Background: an optimization exercise with open tools, aiming at small area and a short achievable clock period. Do not read the settings as production practice.
Where RTL was checked, it was by simulation tests only, not by an equivalence proof against the original.

==> flow/design.v (excerpt) <==
module MAC(A,B,out,clk,reset);
  input [15:0] A,B;
  input clk,reset;
  output [35:0] out;
  reg [35:0] cs0, cs1;
  wire [35:0] acc = out;
  wire [35:0] n0, n1;
  wire pp_0_0 = A[0] & B[0];
  wire pp_0_1 = A[0] & B[1];
  wire pp_0_2 = A[0] & B[2];
  wire pp_0_3 = A[0] & B[3];
  wire pp_0_4 = A[0] & B[4];
  wire pp_0_5 = A[0] & B[5];
  wire pp_0_6 = A[0] & B[6];
  wire pp_0_7 = A[0] & B[7];
  wire pp_0_8 = A[0] & B[8];
  wire pp_0_9 = A[0] & B[9];
  wire pp_0_10 = A[0] & B[10];
  wire pp_0_11 = A[0] & B[11];
  wire pp_0_12 = A[0] & B[12];
  wire pp_0_13 = A[0] & B[13];
  wire pp_0_14 = A[0] & B[14];
  wire pp_0_15 = A[0] & B[15];
  wire pp_1_0 = A[1] & B[0];
  wire pp_1_1 = A[1] & B[1];
  wire pp_1_2 = A[1] & B[2];
  wire pp_1_3 = A[1] & B[3];
  wire pp_1_4 = A[1] & B[4];
  wire pp_1_5 = A[1] & B[5];
  wire pp_1_6 = A[1] & B[6];
  wire pp_1_7 = A[1] & B[7];
  wire pp_1_8 = A[1] & B[8];
  wire pp_1_9 = A[1] & B[9];
  ...
Size in the first run: roughly 880 cells after synthesis, roughly 70 I/O pins, about 10,000 um2 of cells after synthesis.
Settings: LEC_CHECK=0, CAP_MARGIN=20, CORE_MARGIN=2, CORE_UTILIZATION=40, SLEW_MARGIN=20, SYNTH_HIERARCHICAL=1; clock period 18.0 ns.
standard.sh (not shown) runs the stock make flow with config.mk's settings and CLKGATE_MAP_FILE= SYNTH_SCRIPT=/design/flow/synth_recipe.tcl, a recipe that flattens the netlist after the stock synthesis.
==> flow/flow/run.sh <==
#!/bin/bash
# Standard ORFS layout (the standard.sh, standard synthesis unchanged) with two layout
# choices: port buffers of a given strength, and repair_timing aiming for extra setup slack
# so that the layout is optimised beyond the 18 ns constraint (the SDC is not changed).
set -euo pipefail
HERE=$(cd "$(dirname "$0")" && pwd)
source "$HERE/knobs.sh"
bash standard.sh BUFFER_PORTS_ARGS="-buffer_cell $PORT_BUF" SETUP_SLACK_MARGIN=$MARGIN finish > make_flow.log 2>&1
==> flow/flow/knobs.sh <==
PORT_BUF=sky130_fd_sc_hd__buf_4
MARGIN=10
The starting point finished clean.
Change:
==> flow/run.sh (new file) <==
#!/bin/bash
# synth_recipe.tcl (not shown) runs the flow's synth.tcl, then flattens the netlist and writes it again
# the make line also repeats each setting of config.mk as NAME=value (left out here)
make -C /OpenROAD-flow-scripts/flow DESIGN_CONFIG=/design/flow/config.mk WORK_HOME=/design/flow/orfs CLKGATE_MAP_FILE= SYNTH_SCRIPT=/design/flow/synth_recipe.tcl finish
removed: flow/flow/run.sh
removed: flow/flow/knobs.sh
removed: flow/standard.sh
The changed run completed with no timing, DRC or antenna violations.
Clock skew went up by 0.0078 ns.
Routed wire length is about the same.
Utilization climbs by 0.74 points.
Worst hold slack stays flat.
Worst setup slack got worse by 0.50 ns.
Global-route usage grows by 0.35 points.
Cell count stays flat.
Via count rose by about 1.2%.
No functional check of the RTL was part of any run of this note.

========
MAC, a different RTL version from the one above (not shown whole).
Size in the first run: ~880 cells after synthesis, about 70 I/O pins.
clock: 18.0 ns
lec_check: 0
cap_margin: 20
core_margin: 2
core_utilization: 60
place_density: 0.8
slew_margin: 20
synth_hierarchical: 1
==> flow/flow/run.sh <==
#!/bin/bash
# The standard layout (standard.sh: standard synthesis and ORFS flow, SDC unchanged),
# with a hook after repair_design that sizes the port buffers and the operand inverters
# (hooks.tcl); knobs.sh holds the cell choices. make's output goes to make_flow.log, each
# ORFS step's log to orfs/logs/.
set -euo pipefail
HERE=$(cd "$(dirname "$0")" && pwd)
source "$HERE/knobs.sh"
export PORT_BUF_IN PORT_BUF_OUT OPND_INV DOWNSIZE HOOK_MARGIN
EXTRA=()
if [[ -n "${CTS_ARGS_K:-}" ]]; then EXTRA+=("CTS_ARGS=$CTS_ARGS_K"); fi
bash standard.sh BUFFER_PORTS_ARGS="-buffer_cell $PORT_BUF_IN" POST_RESIZE_TCL="$HERE/hooks.tcl" SETUP_SLACK_MARGIN=$MARGIN ${EXTRA[@]+"${EXTRA[@]}"} finish > make_flow.log 2>&1
==> flow/flow/knobs.sh <==
PORT_BUF_IN=sky130_fd_sc_hd__buf_1
PORT_BUF_OUT=sky130_fd_sc_hd__buf_1
OPND_INV=sky130_fd_sc_hd__inv_2
MARGIN=0
DOWNSIZE=1
HOOK_MARGIN=0
CTS_ARGS_K="-sink_clustering_enable -repair_clock_nets -dont_use_dummy_load -buf_list sky130_fd_sc_hd__clkbuf_8"
Other scripts of this flow, unchanged in this note and not shown: flow/flow/hooks.tcl
Edit:
==> flow/flow/knobs.sh (replaced) <==
PORT_BUF_IN=sky130_fd_sc_hd__buf_1
PORT_BUF_OUT=sky130_fd_sc_hd__buf_2
OPND_INV=sky130_fd_sc_hd__inv_4
MARGIN=0
DOWNSIZE=0
HOOK_MARGIN=11.6
CTS_ARGS_K=""
--- a/flow/config.mk
+++ b/flow/config.mk
@@ -9,4 +9,3 @@
 export CORE_MARGIN = 2
-export CORE_UTILIZATION = 60
-export PLACE_DENSITY = 0.8
+export CORE_UTILIZATION = 40
 export SLEW_MARGIN = 20
What happened:
- cell count increases by about 15%
- die area goes up by about 50%
- setup slack gets worse by 0.021 ns
- routed wire length is higher by about 14%
- non-clock buffer count came out higher by 46
- area after synthesis is unchanged
- final area climbs by 16%
- fmax went down by about 0.3%
Edit:
==> flow/flow/knobs.sh (replaced) <==
PORT_BUF_IN=sky130_fd_sc_hd__buf_1
PORT_BUF_OUT=sky130_fd_sc_hd__buf_1
OPND_INV=sky130_fd_sc_hd__inv_4
MARGIN=0
DOWNSIZE=1
HOOK_MARGIN=0
CTS_ARGS_K="-sink_clustering_enable -repair_clock_nets -dont_use_dummy_load -buf_list sky130_fd_sc_hd__clkbuf_8"
--- a/flow/config.mk
+++ b/flow/config.mk
@@ -9,3 +9,4 @@
 export CORE_MARGIN = 2
-export CORE_UTILIZATION = 40
+export CORE_UTILIZATION = 60
+export PLACE_DENSITY = 0.8
 export SLEW_MARGIN = 20
After rerunning:
- The new run finished with timing, DRC and antenna clean
- fmax is higher by 1.6%
Edit:
--- a/flow/flow/run.sh
+++ b/flow/flow/run.sh
@@ -9,4 +9,2 @@
 export PORT_BUF_IN PORT_BUF_OUT OPND_INV DOWNSIZE HOOK_MARGIN
-EXTRA=()
-if [[ -n "${CTS_ARGS_K:-}" ]]; then EXTRA+=("CTS_ARGS=$CTS_ARGS_K"); fi
-bash standard.sh BUFFER_PORTS_ARGS="-buffer_cell $PORT_BUF_IN" POST_RESIZE_TCL="$HERE/hooks.tcl" SETUP_SLACK_MARGIN=$MARGIN ${EXTRA[@]+"${EXTRA[@]}"} finish > make_flow.log 2>&1
+bash standard.sh BUFFER_PORTS_ARGS="-buffer_cell $PORT_BUF_IN" POST_RESIZE_TCL="$HERE/hooks.tcl" SETUP_SLACK_MARGIN=$MARGIN finish > make_flow.log 2>&1
==> flow/flow/knobs.sh (replaced) <==
PORT_BUF_IN=sky130_fd_sc_hd__buf_1
PORT_BUF_OUT=sky130_fd_sc_hd__buf_2
OPND_INV=sky130_fd_sc_hd__inv_4
MARGIN=0
DOWNSIZE=0
HOOK_MARGIN=0
--- a/flow/config.mk
+++ b/flow/config.mk
@@ -9,4 +9,3 @@
 export CORE_MARGIN = 2
-export CORE_UTILIZATION = 60
-export PLACE_DENSITY = 0.8
+export CORE_UTILIZATION = 40
 export SLEW_MARGIN = 20
Clock-buffer cell count stays the same; worst setup slack got worse by 0.077 ns; hold slack barely changes; final area grows by 6.9%; utilization came out lower by 18 points; routed wire length went up by 5.5%.

re-timing with driven ports:
The results above use ideal ports. As a check the final layouts listed here were re-extracted and re-timed, cells and wires unchanged.
Step 1 sets driving cells, clkbuf_16 on the clock port and buf_2 on the other inputs (assumed; they add their load-dependent delay and slew).
Step 2 adds t to the input delays and takes it off the output delays; t is the mean of the earliest and latest rising clock arrival at the registers after step 1. Input paths then give back, and output paths get back, about the clock's delay inside the block.
Slacks: ideal / step 1 / step 2; pairs: ideal / step 1.
| run | t (ns) | setup slack, ns | worst hold slack (ns) | worst data-port slew with drivers (ns) | pins driven straight from the clock port |
|---|---|---|---|---|---|
| the first run of note 1 | 0.376 | 10.598 / 10.557 / 10.791 | 0.498 / 0.498 / 0.498 | 0.05 | 1 |
| the second run of note 1 | 0.387 | 10.095 / 10.049 / 9.954 | 0.499 / 0.499 / 0.499 | 0.05 | 1 |
| the first run of note 2 | 0.392 | 11.252 / 11.268 / 10.877 | 0.460 / 0.460 / 0.460 | 0.04 | 1 |
| the second run of note 2 | 0.397 | 11.230 / 11.184 / 11.043 | 0.462 / 0.462 / 0.462 | 0.04 | 1 |
| the third run of note 2 | 0.388 | 11.334 / 11.298 / 11.002 | 0.460 / 0.460 / 0.460 | 0.04 | 1 |
| the fourth run of note 2 | 0.389 | 11.258 / 11.217 / 10.892 | 0.458 / 0.458 / 0.458 | 0.03 | 1 |
After both steps every run listed still meets setup and hold. The setup slack of the first run of note 2, which loses most, moves by +0.016 ns with the drivers and by -0.375 ns with both steps.
